Source: an optimization exercise on an open RTL-to-GDS flow (aim: a short achievable clock period and few clock cycles). Production flows keep margins and buffers that such runs may drop. Only simulation tests tie the RTL to the original design; equivalence was not proved. No activity file was given, so power comes from the tool's default toggle rates.

==> flow/design.v <==
module LC3Core(
  input         clock,
  input         reset,
  output [15:0] io_mem_raddr,
  input  [15:0] io_mem_rdata,
  output [15:0] io_mem_waddr,
  output [15:0] io_mem_wdata,
  output        io_mem_wen,
  output        io_kb_ready,
  input         io_kb_valid,
  input  [7:0]  io_kb_bits,
  input         io_disp_ready,
  output        io_disp_valid,
  output [7:0]  io_disp_bits,
  output        io_end
);
  localparam [2:0] T_NONE  = 3'd0,
                   T_INSTR = 3'd1,    
                   T_LDATA = 3'd2,    
                   T_LPTR  = 3'd3,    
                   T_SPTR  = 3'd4,    
                   T_TVEC  = 3'd5;    
  reg  [15:0] ra;           
  reg  [2:0]  tag_p;        
  reg         pt_p;         
  reg  [1:0]  bi_p;         
  reg  [15:0] pp_p;         
  reg  [15:0] ra_a;         
  reg  [2:0]  tag_a;
  reg         pt_a;
  reg  [1:0]  bi_a;
  reg  [15:0] pp_a;
  reg         dev_a;        
  reg  [15:0] dev_val;
  reg  [15:0] fp;           
  localparam QN = 4;                
  reg  [QN-1:0]    qv;
  reg  [16*QN-1:0] qi;              
  reg  [16*QN-1:0] qa;              
  reg  [16*QN-1:0] qn;              
  reg  [QN-1:0]    qt;              
  reg  [2*QN-1:0]  qb;              
  reg  [16*QN-1:0] qp;              
  wire [15:0] qi0 = qi[15:0];
  wire [15:0] qa0 = qa[15:0];
  wire [15:0] qn0 = qn[15:0];
  wire [1:0]  qb0 = qb[1:0];
  wire [15:0] qp0 = qp[15:0];
  reg  [3:0]  bv;
  reg  [15:0] btag0, btag1, btag2, btag3;
  reg  [15:0] btgt0, btgt1, btgt2, btgt3;
  reg  [1:0]  brr;
  reg  [3:0]  bret;        
  reg  [15:0] ras0, ras1;  
  reg  [15:0] R0, R1, R2, R3, R4, R5, R6, R7;
  reg  [15:0] ccv;         
  reg  [15:0] xpc;         
  reg         ldp;         
  reg         ldip;        
  reg         kill_rf;     
  reg         kill_cc;     
  reg  [2:0]  pend_dst;
  reg         stip;        
  reg         tvp;         
  reg         prev_nz;     
  reg         end1;
  reg  [15:0] waddr_q, wdata_q;
  reg         wen_q;
  reg  [15:0] KBSR, KBDR, DDR, DSR;
  reg         disp_v;
  reg  rst;
  always @(posedge clock) rst <= reset;
  wire [15:0] rdata_eff = dev_a ? dev_val : io_mem_rdata;
  wire        arr_instr = (tag_a == T_INSTR);
  wire        arr_ldata = (tag_a == T_LDATA);
  wire        ld_wr;
  wire [15:0] inst = qi0;
  wire [3:0]  op   = inst[15:12];
  wire [2:0]  iA   = inst[8:6];
  wire [2:0]  iB   = inst[2:0];
  wire [2:0]  iC   = inst[11:9];
  function [15:0] rsel(input [2:0] i, input [15:0] r0, input [15:0] r1, input [15:0] r2,
                       input [15:0] r3, input [15:0] r4, input [15:0] r5, input [15:0] r6,
                       input [15:0] r7);
    case (i)
      3'd0: rsel = r0; 3'd1: rsel = r1; 3'd2: rsel = r2; 3'd3: rsel = r3;
      3'd4: rsel = r4; 3'd5: rsel = r5; 3'd6: rsel = r6; default: rsel = r7;
    endcase
  endfunction
  function [15:0] add16(input [15:0] a, input [15:0] b, input ci);
    reg [15:0] g, p, gg, pp, gn, pn;
    integer i, d;
    begin
      g = a & b;
      p = a ^ b;
      gg = g;
      gg[0] = g[0] | (p[0] & ci);
      pp = p;
      for (d = 1; d < 16; d = d * 2) begin
        gn = gg;
        pn = pp;
        for (i = d; i < 16; i = i + 1) begin
          gn[i] = gg[i] | (pp[i] & gg[i - d]);
          pn[i] = pp[i] & pp[i - d];
        end
        gg = gn;
        pp = pn;
      end
      add16 = p ^ {gg[14:0], ci};
    end
  endfunction
  function sum_eq(input [15:0] a, input [15:0] b, input [15:0] k);
    reg [15:0] p, g, c, co;
    begin
      p = a ^ b;
      g = a & b;
      c = p ^ k;                  
      co = g | (p & c);           
      sum_eq = ~c[0] & (co[14:0] == c[15:1]);
    end
  endfunction
  function [15:0] inc16(input [15:0] a);
    inc16 = add16(a, 16'h0, 1'b1);
  endfunction
  reg  [15:0] rA, rB, rC;
  reg         opv;         
  wire [15:0] off5   = {{11{inst[4]}}, inst[4:0]};
  wire [15:0] off6   = {{10{inst[5]}}, inst[5:0]};
  wire [15:0] off9   = {{7{inst[8]}}, inst[8:0]};
  wire [15:0] pcn    = qn0;
  wire [15:0] pcoff  = add16(qn0, off9, 1'b0);
  wire [15:0] pcoff1 = add16(qn0, off9, 1'b1);
  wire [15:0] pcn1   = inc16(qn0);
  wire [15:0] rA1    = inc16(rA);
  wire [15:0] boff   = add16(rA, off6, 1'b0);
  wire [15:0] opb    = rB;
  wire [15:0] alu    = (op == 4'h1) ? add16(rA, opb, 1'b0) :
                       (op == 4'h5) ? (rA & opb) : ~rA;
  wire        cN = ccv[15];
  wire        cZ = ~|ccv;
  wire        cP = ~cN & ~cZ;
  wire        is_br  = (op == 4'h0);
  wire        taken  = is_br & ((inst[11] & cN) | (inst[10] & cZ) | (inst[9] & cP));
  wire is_alu  = (op == 4'h1) | (op == 4'h5) | (op == 4'h9);
  wire is_lea  = (op == 4'hE);
  wire is_lnk  = (op == 4'h4) | (op == 4'hF);
  wire is_ld   = (op == 4'h2) | (op == 4'h6);
  wire is_ldi  = (op == 4'hA);
  wire is_st   = (op == 4'h3) | (op == 4'h7);
  wire is_sti  = (op == 4'hB);
  wire is_jmp  = (op == 4'hC) | (op == 4'h4);
  wire is_trp  = (op == 4'hF);
  wire is_ret  = (op == 4'hC) & (iA == 3'd7);
  wire is_zero = (inst == 16'h0);
  wire is_end  = is_zero & prev_nz;
  wire is_mem  = is_ld | is_ldi | is_st | is_sti | is_trp | is_zero;
  reg  [8:0]  hd;
  wire uses_A = hd[0];
  wire uses_B = hd[1];
  wire uses_C = hd[2];
  wire needs_ops = hd[0] | hd[1] | hd[2];
  wire reads_pd = (uses_A & (iA == pend_dst)) | (uses_B & (iB == pend_dst)) |
                  (uses_C & (iC == pend_dst));
  wire dep_ld = (reads_pd & ~kill_rf) | (hd[3] & ~kill_cc);
  wire shadow_ok = (hd[4] | (hd[5] & ~ldip)) & ~dep_ld;
  reg  sm_hit;                                     
  reg  sm_now;            
  wire sm_flush = sm_hit | sm_now;
  wire pt_bad   = qt[0] & ~hd[3] & ~hd[7];      
  wire ld_block  = ldp & (arr_ldata ? dep_ld : ~shadow_ok);
  wire sti_ok    = hd[6];
  wire sti_block = stip & ~sti_ok;
  reg         u1v, u1w, u1c, u2v, u2w, u2c;
  reg  [15:0] u1a, u1o, u1co, u2a, u2o, u2co;
  reg  [2:0]  u1d, u2d;
  reg         stiw_q;      
  reg  [1:0]  rs;          
  reg  undo_hit;          
  wire ex        = qv[0] & (opv | ~needs_ops) & ~end1 & ~ld_block & ~sti_block & ~sm_flush & ~pt_bad & ~undo_hit;
  wire refetch   = ~end1 & ~tvp & (sm_flush | (qv[0] & pt_bad) | undo_hit);
  wire [15:0] rf_tgt = undo_hit ? u1a : xpc;
  wire ex_end    = ex & is_end;
  wire ex_live   = ex & ~is_end;
  wire mispred   = is_br & (taken ^ qt[0]);
  wire ret_ok    = is_ret & qt[0] & (rA == qp0);    
  wire redirect  = ex_live & (mispred | (is_jmp & ~ret_ok));
  wire [15:0] rd_tgt  = taken ? pcoff  : is_jmp ? rA  : pcn;
  wire [15:0] rd_tgt1 = taken ? pcoff1 : is_jmp ? rA1 : pcn1;
  wire ex_trap   = ex_live & is_trp;
  wire ex_dreq   = ex_live & (is_ld | is_ldi | is_sti | is_trp);
  wire [15:0] daddr = is_trp ? {8'h0, inst[7:0]} : (op == 4'h6) ? boff : pcoff;
  wire [2:0]  dtag  = is_trp ? T_TVEC : is_sti ? T_SPTR : is_ldi ? T_LPTR : T_LDATA;
  wire flush_q   = refetch | redirect | ex_trap;
  wire        wr_ex  = ex_live & (is_alu | is_lea | is_lnk);
  wire [2:0]  wr_dst = is_lnk ? 3'd7 : iC;
  wire [15:0] wr_val = is_alu ? alu : is_lea ? pcoff : pcn;
  wire        cc_if  = is_alu | is_lea;
  wire        cc_ex  = ex_live & cc_if;
  wire h0 = bv[0] & (btag0 == fp);
  wire h1 = bv[1] & (btag1 == fp);
  wire h2 = bv[2] & (btag2 == fp);
  wire h3 = bv[3] & (btag3 == fp);
  wire bhit = h0 | h1 | h2 | h3;
  wire [1:0]  bidx = h3 ? 2'd3 : h2 ? 2'd2 : h1 ? 2'd1 : 2'd0;
  wire        bisr = h3 ? bret[3] : h2 ? bret[2] : h1 ? bret[1] : bret[0];
  wire [15:0] btgt = bisr ? ras0 : h3 ? btgt3 : h2 ? btgt2 : h1 ? btgt1 : btgt0;
  wire w_a = arr_instr, w_p = (tag_p == T_INSTR);
  wire fr1 = ~qv[QN-1], fr2 = ~qv[QN-2], fr3 = ~qv[QN-3];
  wire occ_lt = (~w_a & ~w_p & fr1) | ((w_a ^ w_p) & fr2) | (w_a & w_p & fr3);
  wire occ_eq = (~w_a & ~w_p & ~fr1) | ((w_a ^ w_p) & fr1 & ~fr2) | (w_a & w_p & fr2 & ~fr3);
  wire room = occ_lt | (occ_eq & ex);
  reg  [15:0] ra_n, fp_n;
  reg  [2:0]  tag_n;
  reg         pt_n;
  reg  [1:0]  bi_n;
  reg  [15:0] pp_n;
  always @(*) begin
    ra_n  = ra;
    tag_n = T_NONE;
    pt_n  = 1'b0;
    bi_n  = 2'd0;
    pp_n  = 16'h0;
    fp_n  = refetch ? rf_tgt : fp;
    if (tag_a == T_LPTR) begin
      ra_n = rdata_eff; tag_n = T_LDATA;
    end else if (tag_a == T_TVEC) begin
      fp_n = rdata_eff;             
    end else if (ex_dreq) begin
      ra_n = daddr; tag_n = dtag;
    end else if (refetch) begin
      ra_n = rf_tgt; tag_n = T_INSTR; fp_n = inc16(rf_tgt);
    end else if (redirect) begin
      ra_n = rd_tgt; tag_n = T_INSTR; fp_n = rd_tgt1;
    end else if (room & ~tvp & ~end1) begin
      ra_n = fp; tag_n = T_INSTR; pt_n = bhit; bi_n = bidx; pp_n = btgt;
      fp_n = bhit ? btgt : inc16(fp);
    end
  end
  always @(posedge clock) begin
    if (rst) begin
      ra    <= 16'h3001;
      tag_p <= T_INSTR;
      pt_p  <= 1'b0;
      bi_p  <= 2'd0;
      pp_p  <= 16'h0;
      ra_a  <= 16'h0;
      tag_a <= T_NONE;
      pt_a  <= 1'b0;
      bi_a  <= 2'd0;
      pp_a  <= 16'h0;
      dev_a <= 1'b0;
      dev_val <= 16'h0;
      fp    <= 16'h3002;
    end else begin
      ra    <= ra_n;
      tag_p <= tag_n;
      pt_p  <= pt_n;
      bi_p  <= bi_n;
      pp_p  <= pp_n;
      fp    <= fp_n;
      ra_a  <= ra;
      tag_a <= (flush_q & (tag_p == T_INSTR)) ? T_NONE : tag_p;
      pt_a  <= pt_p;
      bi_a  <= bi_p;
      pp_a  <= pp_p;
      dev_a   <= (ra == 16'hFE00) | (ra == 16'hFE02) | (ra == 16'hFE04);
      dev_val <= (ra == 16'hFE00) ? KBSR : (ra == 16'hFE02) ? KBDR : DSR;
    end
  end
  wire        app = arr_instr & ~flush_q;
  wire [15:0] ra_a1 = inc16(ra_a);
  wire [QN:0] qv_x = {1'b0, qv};               
  wire [QN:0] qv_p = {qv, 1'b1};               
  integer qj;
  always @(posedge clock) begin
    if (rst) begin
      qv <= {QN{1'b0}};
      qt <= {QN{1'b0}};
      qi <= {16*QN{1'b0}};
      qa <= {16*QN{1'b0}};
      qn <= {16*QN{1'b0}};
      qb <= {2*QN{1'b0}};
      qp <= {16*QN{1'b0}};
    end else begin
      for (qj = 0; qj < QN; qj = qj + 1) begin
        if (ex) begin
          if (qj < QN - 1 && qv_x[qj + 1]) begin
            qt[qj] <= qt[qj + 1];
            qi[16*qj +: 16] <= qi[16*(qj+1) +: 16];
            qa[16*qj +: 16] <= qa[16*(qj+1) +: 16];
            qn[16*qj +: 16] <= qn[16*(qj+1) +: 16];
            qb[2*qj +: 2]   <= qb[2*(qj+1) +: 2];
            qp[16*qj +: 16] <= qp[16*(qj+1) +: 16];
          end else begin
            qt[qj] <= pt_a;
            qi[16*qj +: 16] <= io_mem_rdata;
            qa[16*qj +: 16] <= ra_a;
            qn[16*qj +: 16] <= ra_a1;
            qb[2*qj +: 2]   <= bi_a;
            qp[16*qj +: 16] <= pp_a;
          end
          qv[qj] <= ~flush_q & (qv_x[qj + 1] | (arr_instr & qv[qj]));
        end else begin
          if (!qv[qj]) begin
            qt[qj] <= pt_a;
            qi[16*qj +: 16] <= io_mem_rdata;
            qa[16*qj +: 16] <= ra_a;
            qn[16*qj +: 16] <= ra_a1;
            qb[2*qj +: 2]   <= bi_a;
            qp[16*qj +: 16] <= pp_a;
          end
          qv[qj] <= ~flush_q & (qv[qj] | (arr_instr & qv_p[qj]));
        end
      end
    end
  end
  reg         ins_v, ins_ret, inv_v, ras_push, ras_pop;
  reg  [1:0]  inv_i;
  reg  [15:0] ins_tag, ins_tgt, ras_new;
  always @(posedge clock) begin
    if (rst) begin
      ins_v <= 1'b0; inv_v <= 1'b0; ras_push <= 1'b0; ras_pop <= 1'b0;
      ins_ret <= 1'b0; inv_i <= 2'd0; ins_tag <= 16'h0; ins_tgt <= 16'h0; ras_new <= 16'h0;
    end else begin
      ins_v    <= ex_live & ((is_br & taken) | is_ret) & ~qt[0];
      ins_ret  <= is_ret;
      ins_tag  <= qa0;
      ins_tgt  <= pcoff;
      inv_v    <= (refetch & qv[0] & qt[0]) | (ex_live & is_br & qt[0] & ~taken);
      inv_i    <= qb0;
      ras_push <= ex_live & ((op == 4'h4) | is_trp);
      ras_pop  <= ex_live & is_ret;
      ras_new  <= pcn;
    end
  end
  always @(posedge clock) begin
    if (rst) begin
      bv  <= 4'b0000;
      bret <= 4'b0000;
      ras0 <= 16'h0;
      ras1 <= 16'h0;
      brr <= 2'd0;
      btag0 <= 16'h0; btag1 <= 16'h0; btag2 <= 16'h0; btag3 <= 16'h0;
      btgt0 <= 16'h0; btgt1 <= 16'h0; btgt2 <= 16'h0; btgt3 <= 16'h0;
    end else begin
      if (wen_q) begin
        if (btag0 == waddr_q) bv[0] <= 1'b0;
        if (btag1 == waddr_q) bv[1] <= 1'b0;
        if (btag2 == waddr_q) bv[2] <= 1'b0;
        if (btag3 == waddr_q) bv[3] <= 1'b0;
      end
      if (inv_v) bv[inv_i] <= 1'b0;
      if (ins_v) begin
        brr <= brr + 2'd1;
        bret[brr] <= ins_ret;
        case (brr)
          2'd0: begin btag0 <= ins_tag; btgt0 <= ins_tgt; end
          2'd1: begin btag1 <= ins_tag; btgt1 <= ins_tgt; end
          2'd2: begin btag2 <= ins_tag; btgt2 <= ins_tgt; end
          default: begin btag3 <= ins_tag; btgt3 <= ins_tgt; end
        endcase
        bv[brr] <= ~(wen_q & (waddr_q == ins_tag));
      end
      if (ras_push) begin
        ras0 <= ras_new;
        ras1 <= ras0;
      end else if (ras_pop) begin
        ras0 <= ras1;
      end
    end
  end
  integer hj;
  reg sm_other;
  always @(*) begin
    sm_other = (arr_instr & (waddr_q == ra_a)) | ((tag_p == T_INSTR) & (waddr_q == ra));
    for (hj = 1; hj < QN; hj = hj + 1)
      sm_other = sm_other | (qv[hj] & (waddr_q == qa[16*hj +: 16]));
  end
  wire st_hit = wen_q & sm_other;
  wire [15:0] qa1 = qa[31:16];
  wire        st_nxt  = (ex_live & is_st) | (tag_a == T_SPTR);
  wire [15:0] st_addr = (tag_a == T_SPTR) ? rdata_eff : (op == 4'h3) ? pcoff : boff;
  wire        st_h0   = st_addr == (qv[0] ? qa0 : ra_a);
  wire        st_h1   = st_addr == (qv[1] ? qa1 : ra_a);
  wire        sm_now_n = st_nxt & (ex ? st_h1 : st_h0);
  wire        undo_n  = (tag_a == T_SPTR) & ((u1v & (rdata_eff == u1a)) | (u2v & (rdata_eff == u2a)) |
                                             (sh_ex & (rdata_eff == qa0)));
  always @(posedge clock) begin
    if (rst) begin
      ccv      <= 16'h0;
      xpc      <= 16'h3001;
      ldp      <= 1'b0;
      ldip     <= 1'b0;
      kill_rf  <= 1'b0;
      kill_cc  <= 1'b0;
      pend_dst <= 3'd0;
      stip     <= 1'b0;
      tvp      <= 1'b0;
      prev_nz  <= 1'b0;
      end1     <= 1'b0;
      sm_hit   <= 1'b0;
      sm_now   <= 1'b0;
      undo_hit <= 1'b0;
      wen_q    <= 1'b0;
      waddr_q  <= 16'h0;
      wdata_q  <= 16'h0;
    end else begin
      if (cc_ex) ccv <= wr_val;
      else if (arr_ldata & ~kill_cc) ccv <= rdata_eff;
      else if (rs_cc) ccv <= rs_ccv;
      if (ex_live & (is_ld | is_ldi)) begin
        kill_rf <= 1'b0;
        kill_cc <= 1'b0;
      end else if (ldp & ~arr_ldata) begin
        if (wr_ex & (wr_dst == pend_dst)) kill_rf <= 1'b1;
        if (cc_ex) kill_cc <= 1'b1;
      end
      if (undo_hit) xpc <= u1a;
      else if (ex_live) xpc <= rd_tgt;
      else if (tag_a == T_TVEC) xpc <= rdata_eff;
      if (arr_ldata) ldp <= 1'b0;
      if (ex_live & (is_ld | is_ldi)) begin
        ldp <= 1'b1;
        ldip <= is_ldi;
        pend_dst <= iC;
      end
      if (tag_a == T_SPTR) stip <= 1'b0;
      if (ex_live & is_sti) stip <= 1'b1;
      if (tag_a == T_TVEC) tvp <= 1'b0;
      if (ex_trap) tvp <= 1'b1;
      if (ex) prev_nz <= ~is_zero;
      if (ex_end) end1 <= 1'b1;
      sm_hit <= st_hit;
      sm_now <= sm_now_n & ~flush_q;
      undo_hit <= undo_n;
      wen_q <= 1'b0;
      if (ex_live & is_st) begin
        wen_q   <= 1'b1;
        waddr_q <= (op == 4'h3) ? pcoff : boff;
        wdata_q <= rC;
      end else if (ex_live & is_sti) begin
        wdata_q <= rC;
      end else if (tag_a == T_SPTR) begin
        wen_q   <= 1'b1;
        waddr_q <= rdata_eff;
      end
    end
  end
  wire sh_ex = ex_live & stip;
  always @(posedge clock) begin
    if (rst) begin
      u1v <= 1'b0; u2v <= 1'b0; stiw_q <= 1'b0; rs <= 2'd0;
      u1w <= 1'b0; u1c <= 1'b0; u2w <= 1'b0; u2c <= 1'b0;
      u1a <= 16'h0; u1o <= 16'h0; u1co <= 16'h0; u1d <= 3'd0;
      u2a <= 16'h0; u2o <= 16'h0; u2co <= 16'h0; u2d <= 3'd0;
    end else begin
      stiw_q <= (tag_a == T_SPTR);
      if (sh_ex & ~u1v) begin
        u1v <= 1'b1; u1a <= qa0; u1w <= wr_if; u1d <= wr_dst; u1o <= rC; u1c <= cc_if; u1co <= ccv;
      end else if (sh_ex) begin
        u2v <= 1'b1; u2a <= qa0; u2w <= wr_if; u2d <= wr_dst; u2o <= rC; u2c <= cc_if; u2co <= ccv;
      end
      if (stiw_q) begin
        if (undo_hit) rs <= 2'd2;
        else begin u1v <= 1'b0; u2v <= 1'b0; end
      end else if (rs == 2'd2) begin
        rs <= 2'd1; u2v <= 1'b0;
      end else if (rs == 2'd1) begin
        rs <= 2'd0; u1v <= 1'b0;
      end
    end
  end
  wire        rs_wr  = ((rs == 2'd2) & u2v & u2w) | ((rs == 2'd1) & u1v & u1w);
  wire [2:0]  rs_dst = (rs == 2'd2) ? u2d : u1d;
  wire [15:0] rs_val = (rs == 2'd2) ? u2o : u1o;
  wire        rs_cc  = ((rs == 2'd2) & u2v & u2c) | ((rs == 2'd1) & u1v & u1c);
  wire [15:0] rs_ccv = (rs == 2'd2) ? u2co : u1co;
  wire        lw_en  = ld_wr | rs_wr;
  wire [2:0]  lw_dst = rs_wr ? rs_dst : pend_dst;
  wire [15:0] lw_val = rs_wr ? rs_val : rdata_eff;
  wire [15:0] inst1 = qi[31:16];
  wire        nxt1  = ex;
  wire        wr_if = ~is_end & (is_alu | is_lea | is_lnk);    
  function [15:0] opnd(input [2:0] i, input wfwd, input [15:0] r0, input [15:0] r1,
                       input [15:0] r2, input [15:0] r3, input [15:0] r4, input [15:0] r5,
                       input [15:0] r6, input [15:0] r7);
    opnd = (wfwd & (wr_dst == i)) ? wr_val :
           (lw_en & (lw_dst == i)) ? lw_val : rsel(i, r0, r1, r2, r3, r4, r5, r6, r7);
  endfunction
  wire [15:0] ird = io_mem_rdata;
  function [15:0] immb(input [15:0] w);      
    immb = {{11{w[4]}}, w[4:0]};
  endfunction
  wire [15:0] fA = nxt1 ? (qv[1] ? opnd(inst1[8:6], wr_if, R0, R1, R2, R3, R4, R5, R6, R7)
                                 : opnd(ird[8:6],   wr_if, R0, R1, R2, R3, R4, R5, R6, R7))
                        : (qv[0] ? opnd(iA,         1'b0,  R0, R1, R2, R3, R4, R5, R6, R7)
                                 : opnd(ird[8:6],   1'b0,  R0, R1, R2, R3, R4, R5, R6, R7));
  wire [15:0] fB = nxt1 ? (qv[1] ? (inst1[5] ? immb(inst1) : opnd(inst1[2:0], wr_if, R0, R1, R2, R3, R4, R5, R6, R7))
                                 : (ird[5]   ? immb(ird)   : opnd(ird[2:0],   wr_if, R0, R1, R2, R3, R4, R5, R6, R7)))
                        : (qv[0] ? (inst[5]  ? immb(inst)  : opnd(iB,         1'b0,  R0, R1, R2, R3, R4, R5, R6, R7))
                                 : (ird[5]   ? immb(ird)   : opnd(ird[2:0],   1'b0,  R0, R1, R2, R3, R4, R5, R6, R7)));
  wire [15:0] fC = nxt1 ? (qv[1] ? opnd(inst1[11:9], wr_if, R0, R1, R2, R3, R4, R5, R6, R7)
                                 : opnd(ird[11:9],   wr_if, R0, R1, R2, R3, R4, R5, R6, R7))
                        : (qv[0] ? opnd(iC,          1'b0,  R0, R1, R2, R3, R4, R5, R6, R7)
                                 : opnd(ird[11:9],   1'b0,  R0, R1, R2, R3, R4, R5, R6, R7));
  always @(posedge clock) begin
    if (rst) begin
      rA  <= 16'h0;
      rB  <= 16'h0;
      rC  <= 16'h0;
      opv <= 1'b0;
    end else begin
      rA  <= fA;
      rB  <= fB;
      rC  <= fC;
      opv <= ~flush_q & ((nxt1 ? qv[1] : qv[0]) | arr_instr);
    end
  end
  function [8:0] hdec(input [15:0] w);
    reg [3:0] o;
    reg alu, lea, jmp, st, sti, br, zero, ret;
    begin
      o    = w[15:12];
      alu  = (o == 4'h1) | (o == 4'h5) | (o == 4'h9);
      lea  = (o == 4'hE);
      jmp  = (o == 4'hC) | (o == 4'h4);
      st   = (o == 4'h3) | (o == 4'h7);
      sti  = (o == 4'hB);
      br   = (o == 4'h0);
      zero = (w == 16'h0);
      ret  = (o == 4'hC) & (w[8:6] == 3'd7);
      hdec[0] = alu | (o == 4'h6) | (o == 4'h7) | jmp;         
      hdec[1] = ((o == 4'h1) | (o == 4'h5)) & ~w[5];         
      hdec[2] = st | sti;                                     
      hdec[3] = br;
      hdec[4] = alu | lea;
      hdec[5] = st;
      hdec[6] = alu | lea | (br & ~zero);
      hdec[7] = ret;
      hdec[8] = 1'b0;
    end
  endfunction
  wire [8:0] hd_n = nxt1 ? (qv[1] ? hdec(inst1) : hdec(ird)) : (qv[0] ? hdec(inst) : hdec(ird));
  always @(posedge clock) hd <= hd_n;
  assign ld_wr = arr_ldata & ~kill_rf;
  always @(posedge clock) begin
    if (rst) begin
      R0 <= 16'h0; R1 <= 16'h0; R2 <= 16'h0; R3 <= 16'h0;
      R4 <= 16'h0; R5 <= 16'h0; R6 <= 16'h0; R7 <= 16'h0;
    end else begin
      if (wr_ex & (wr_dst == 3'd0)) R0 <= wr_val; else if (lw_en & (lw_dst == 3'd0)) R0 <= lw_val;
      if (wr_ex & (wr_dst == 3'd1)) R1 <= wr_val; else if (lw_en & (lw_dst == 3'd1)) R1 <= lw_val;
      if (wr_ex & (wr_dst == 3'd2)) R2 <= wr_val; else if (lw_en & (lw_dst == 3'd2)) R2 <= lw_val;
      if (wr_ex & (wr_dst == 3'd3)) R3 <= wr_val; else if (lw_en & (lw_dst == 3'd3)) R3 <= lw_val;
      if (wr_ex & (wr_dst == 3'd4)) R4 <= wr_val; else if (lw_en & (lw_dst == 3'd4)) R4 <= lw_val;
      if (wr_ex & (wr_dst == 3'd5)) R5 <= wr_val; else if (lw_en & (lw_dst == 3'd5)) R5 <= lw_val;
      if (wr_ex & (wr_dst == 3'd6)) R6 <= wr_val; else if (lw_en & (lw_dst == 3'd6)) R6 <= lw_val;
      if (wr_ex & (wr_dst == 3'd7)) R7 <= wr_val; else if (lw_en & (lw_dst == 3'd7)) R7 <= lw_val;
    end
  end
  reg  kbr;
  wire kb_fire = io_kb_valid & kbr;
  wire [15:0] kbsr_n = rst ? 16'h0 : (wen_q & (waddr_q == 16'hFE00)) ? wdata_q :
                       kb_fire ? 16'h8000 : KBSR;
  always @(posedge clock) kbr <= ~reset & ~kbsr_n[15];
  always @(posedge clock) begin
    KBSR <= kbsr_n;
    if (rst) begin
      KBDR   <= 16'h0;
      DDR    <= 16'h0;
      DSR    <= 16'h0;
      disp_v <= 1'b0;
    end else begin
      if (kb_fire) KBDR <= {8'h0, io_kb_bits};
      if (wen_q & (waddr_q == 16'hFE06)) DDR <= wdata_q;
      disp_v <= wen_q & (waddr_q == 16'hFE06);
      DSR <= {io_disp_ready, 15'h0};
    end
  end
  assign io_mem_raddr  = ra;
  assign io_mem_waddr  = waddr_q;
  assign io_mem_wdata  = wdata_q;
  assign io_mem_wen    = wen_q;
  assign io_kb_ready   = kbr;
  assign io_disp_valid = disp_v;
  assign io_disp_bits  = DDR[7:0];
  assign io_end        = end1;
endmodule
==> flow/flow/run.sh <==
#!/bin/bash
# Standard ORFS layout (the standard.sh, unchanged synthesis), with the
# timing repair aiming well below the clock period: repair_timing keeps
# working until the setup slack reaches the margin given here.
set -uo pipefail
bash standard.sh SETUP_SLACK_MARGIN=6.6 finish > standard_flow.log 2>&1
==> flow/standard.sh <==
#!/bin/bash
# synth_recipe.tcl (not shown) runs the flow's synth.tcl, then flattens the netlist and writes it again
# the make line also repeats each setting of config.mk as NAME=value (left out here)
make -C /OpenROAD-flow-scripts/flow DESIGN_CONFIG=/design/flow/config.mk WORK_HOME=/design/flow/orfs CLKGATE_MAP_FILE= SYNTH_SCRIPT=/design/flow/synth_recipe.tcl "${@:-finish}"
==> flow/config.mk <==
export PLATFORM = sky130hd
export DESIGN_NAME = LC3Core
export DESIGN_NICKNAME = LC3Core
export VERILOG_FILES = /design/flow/design.v
export SDC_FILE = /design/flow/constraint.sdc
export NUM_CORES = 4
export LEC_CHECK = 0
export ABC_CLOCK_PERIOD_IN_PS = 3000
export CAP_MARGIN = 20
export CORE_MARGIN = 2
export CORE_UTILIZATION = 45
export SLEW_MARGIN = 20
==> flow/constraint.sdc <==
create_clock -name core_clock -period 10.0 [get_ports {clock}]
set_input_delay 2.0000 -clock core_clock [delete_from_list [all_inputs] [get_ports {clock}]]
set_output_delay 2.0000 -clock core_clock [all_outputs]
set_load 0.01 [all_outputs]
==> impl_metrics.py <==
metrics = {
    "clock_tree": {
        "clk_latency_ns": 0.81,
        "cts.clk_slew.worst_paths_ns": 0.07,
        "root_buffer": "clkbuf_16",
        "numCtsBuffers": 115,
        "cts_tree": "yes",
        "clock_path_buffers": 3,
        "htreeDepth": 3,
        "cts.sinks": 1017,
    },
    "run_status": {
        "status": "finished clean",
    },
    "sta": {
        "setup_tns_ns": 0,
        "fmax_mhz": 273,
        "hold_viol": 0,
        "rsz0062_at_grt": "yes",
        "slew_violations": 0,
        "final-setup-viol-count": 0,
        "min_period_ns": 3.66,
        "finClkSkew_ns": 0.0399,
        "slew_headroom": 0.123,
        "worst_pin_slew_ns": 1.28,
        "fin_crit_sh": 0.366,
    },
    "floorplan": {
        "row_count": 139,
        "dieArea_mm2": 0.147,
        "io_pins": 88,
        "design.core.area_mm2": 0.143,
        "start_util": 0.451,
        "die_h_um": 383,
        "die_x_um": 383,
    },
    "global_routing": {
        "grt_pass1_vias": 65000,
        "grt.total_usage": 0.465,
        "grt_pass1_wl_um": 495000,
        "grt_max_degree": 200,
        "antenna_found_initial": 35,
        "grt_overflow": 0,
    },
    "route": {
        "viasPerCell": 6.98,
        "post_drt_wl_per_cell_um": 34.8,
        "firstDrtPassIters": 19,
        "ant_nets": 0,
        "drc": 0,
        "num_vias": 73000,
        "drtIter0Drc": 11500,
        "routed_wl_um": 364000,
    },
    "yosys": {
        "synth_nets": 8599,
        "synth_cell_types": 100,
        "ys_seq_area_frac": 0.315,
        "synthCells": 8506,
        "async_flop_share": 0,
        "avgSynthCellArea_um2": 7.59,
        "yosys_register_bits": 1017,
        "ys_warn_count": 7,
        "synth_area_mm2": 0.0646,
        "synth-edff-count": 0,
        "ys.flop_type": "dfxtp_1",
    },
    "power": {
        "leakage_nw": 28.2,
        "p_per_area_mw_per_mm2": 205,
        "vdd_drop_max_mv": 0.171,
        "p_total_mw": 16.1,
    },
    "setup_path": {
        "worstPathArrival_ns": 4.35,
        "cp-start-kind": "input pin",
        "critPathTopFamily": "compound AO/OA/AOI/OAI gates",
        "crit_top_cell": "mux2_4",
        "rrSetupSlack_ns": 6.37,
        "crit_required_ns": 10.69,
        "path_class": "in -> reg",
        "cp_num_buf_inv": 4,
        "path_cells": "buf_12 -> buf_16 -> clkinv_16 -> o21ai_4 -> a21oi_4 -> mux2_4 -> mux2_4 -> o211ai_1 -> buf_4 -> o21ai_2 -> o22ai_1",
        "cp_slowest_cell": "o211ai_1",
        "end_kind": "flop",
        "max_stage_delay_ns": 0.49,
        "worstPathMaxFanout": 6,
    },
    "place": {
        "place.gp.congestion": 1.05,
        "hpwlAfterDp_um": 229000,
        "port-buffer-count": 87,
        "dp.cells": 9842,
    },
    "run": {
        "maxCapViolations": 0,
    },
    "final_layout": {
        "layout-drive-gt1-share": 0.199,
        "num-nets-final": 8536,
        "area_growth_pct": 21.2,
        "final_core_util": 0.547,
        "stdcell_count": 10500,
    },
    "min_path": {
        "hold_path.class": "reg -> reg",
    },
}
-- flip-flops by register name, indices dropped and copies added (netlist names), 64 cells and up --
signal,cells
qa,64
qi,64
qn,64
qp,64
-- cell type report --
class | instances | area (um^2)
antenna | 24 | 60.1
clock buffer | 167 | 3290
clock inverter | 49 | 678
fill | 13500 | 64800
inverter | 59 | 294
multi-input combinational | 6532 | 43400
sequential | 1017 | 20600
tap | 1903 | 2380
timing repair buffer | 718 | 7550
-- report_power, final --
part	switching (mW)	internal, mW	leakage, nW
combinational	4.19	2.26	18.0
clock	1.94	2.56	1.91
sequential	0.689	4.43	8.31
-- Yosys cell counts (152+ instances only) --
cell         n  area share
nor2_1     910       0.053
nor3_1     157       0.012
a21oi_1    754       0.058
a211oi_1   316       0.037
nand2_1   1282       0.074
clkbuf_1   730       0.042
o22ai_1    152       0.015
o21ai_0    422       0.033
dfxtp_1   1017        0.32
xor2_1     174       0.024
mux2i_1    317       0.049
mux2_2     169       0.029
xnor2_1    297       0.040
-- placed cells by master (no fill, tap or decap), types with 50 or more instances in the layout --
master / synthesis / routed
nor2_1: 910 / 871
clkbuf_16: 0 / 136
dfxtp_1: 1017 / 911
buf_4: 5 / 453
xnor2_1: 297 / 284
mux2i_1: 317 / 302
buf_6: 4 / 64
o211ai_1: 115 / 115
o21ai_0: 422 / 361
nand4_1: 63 / 63
o221ai_1: 83 / 79
a211oi_1: 316 / 299
mux2_2: 169 / 151
nand3_1: 135 / 131
nor3_1: 157 / 140
nor2b_1: 126 / 113
dfxtp_4: 0 / 59
ha_1: 61 / 50
o22ai_1: 152 / 141
mux4_2: 80 / 80
a22oi_1: 95 / 94
a31oi_1: 108 / 100
buf_12: 0 / 54
nand2_1: 1282 / 1247
a221oi_1: 90 / 65
xor2_1: 174 / 169
a21oi_1: 754 / 704
-- worst paths after layout --
| check | end | cells past startpoint | start |
|---|---|---|---|
| max | rB[2]$_SDFF_PP0_ | 11 | io_mem_rdata[2] |
| min reg2reg | bi_a[0]$_SDFF_PP0_ | 1 | bi_p[0]$_SDFF_PP0_ |
| min | bi_a[0]$_SDFF_PP0_ | 1 | bi_p[0]$_SDFF_PP0_ |
| max reg2reg | rB[12]$_SDFF_PP0_ | 8 | qi[2]$_SDFFE_PP0P_ |
-- logic make-up (layout without fill, tap and decap cells) --
logic type               after synthesis  count (layout)  share of synthesized area
AO/OA/AOI/OAI                       2423            2424                      0.239
XOR/XNOR                             472             472                     0.0641
adder cells (fa/ha/maj)               65              65                     0.0131
buffers and inverters                964             993                     0.0579
flip-flops                          1017            1017                      0.315
multiplexers                         568             568                      0.107
other                                  0              24                          0
AND/OR/NAND/NOR                     2997            3003                      0.204
-- through the flow --
stage	cell area, um^2	worst slack, ns	hold WS (ns)
2_1_floorplan	65400	6.28	0.414
5_1_grt	78300	6.39	0.466
4_1_cts	74800	6.51	0.451
3_5_place_dp	66900	4.74	0.437
6_report	78300	6.34	0.445
3_3_place_gp	66800	4.28	0.437
-- repair_timing --
action / in CTS / in global routing
setup buffers: 150 / 186
resized for setup: 753 / 355
gates cloned: 25 / 24
pin swaps: 66 / 128
hold buffers: 0 / 0
setup endpoints to repair: 741 / 494
-- per-layer routing --
layer	up-vias	global-route usage	part of all wire
met4	24	0.422	0.12
met2	5989	0.662	0.40
met3	2223	0.169	0.13
met1	34500	0.543	0.35
met5	-	0.00728	0.00087
li1	30300	-	-
Testbench counts, summed over its fixed seeds: cycles 43,710.

==> static timing again, ports no longer ideal <==
The results above use ideal ports. As a check the final layout listed here was re-extracted and re-timed, cells and wires unchanged. Step 1 (the two cells are an assumption about what drives the block):
set clk [get_ports {clock}]
set_driving_cell -lib_cell sky130_fd_sc_hd__clkbuf_16 $clk
set_driving_cell -lib_cell sky130_fd_sc_hd__buf_2 [delete_from_list [all_inputs] $clk]
Step 2 times the ports against the registers' clock, not the clock port: input delays grow and output delays shrink by t, the midpoint of the rising clock arrivals with the driver on. Slacks: no drivers / after step 1 / after step 2; pairs: no drivers / after step 1.
t, ns: 0.877
setup slack, ns: 6.343 / 6.371 / 5.495
worst hold slack (ns): 0.445 / 0.445 / 0.445
pins driven straight from the clock port: 1
After both steps setup and hold are still met in this run. The setup slack of this run moves by +0.028 ns with the drivers and by -0.848 ns with both steps.
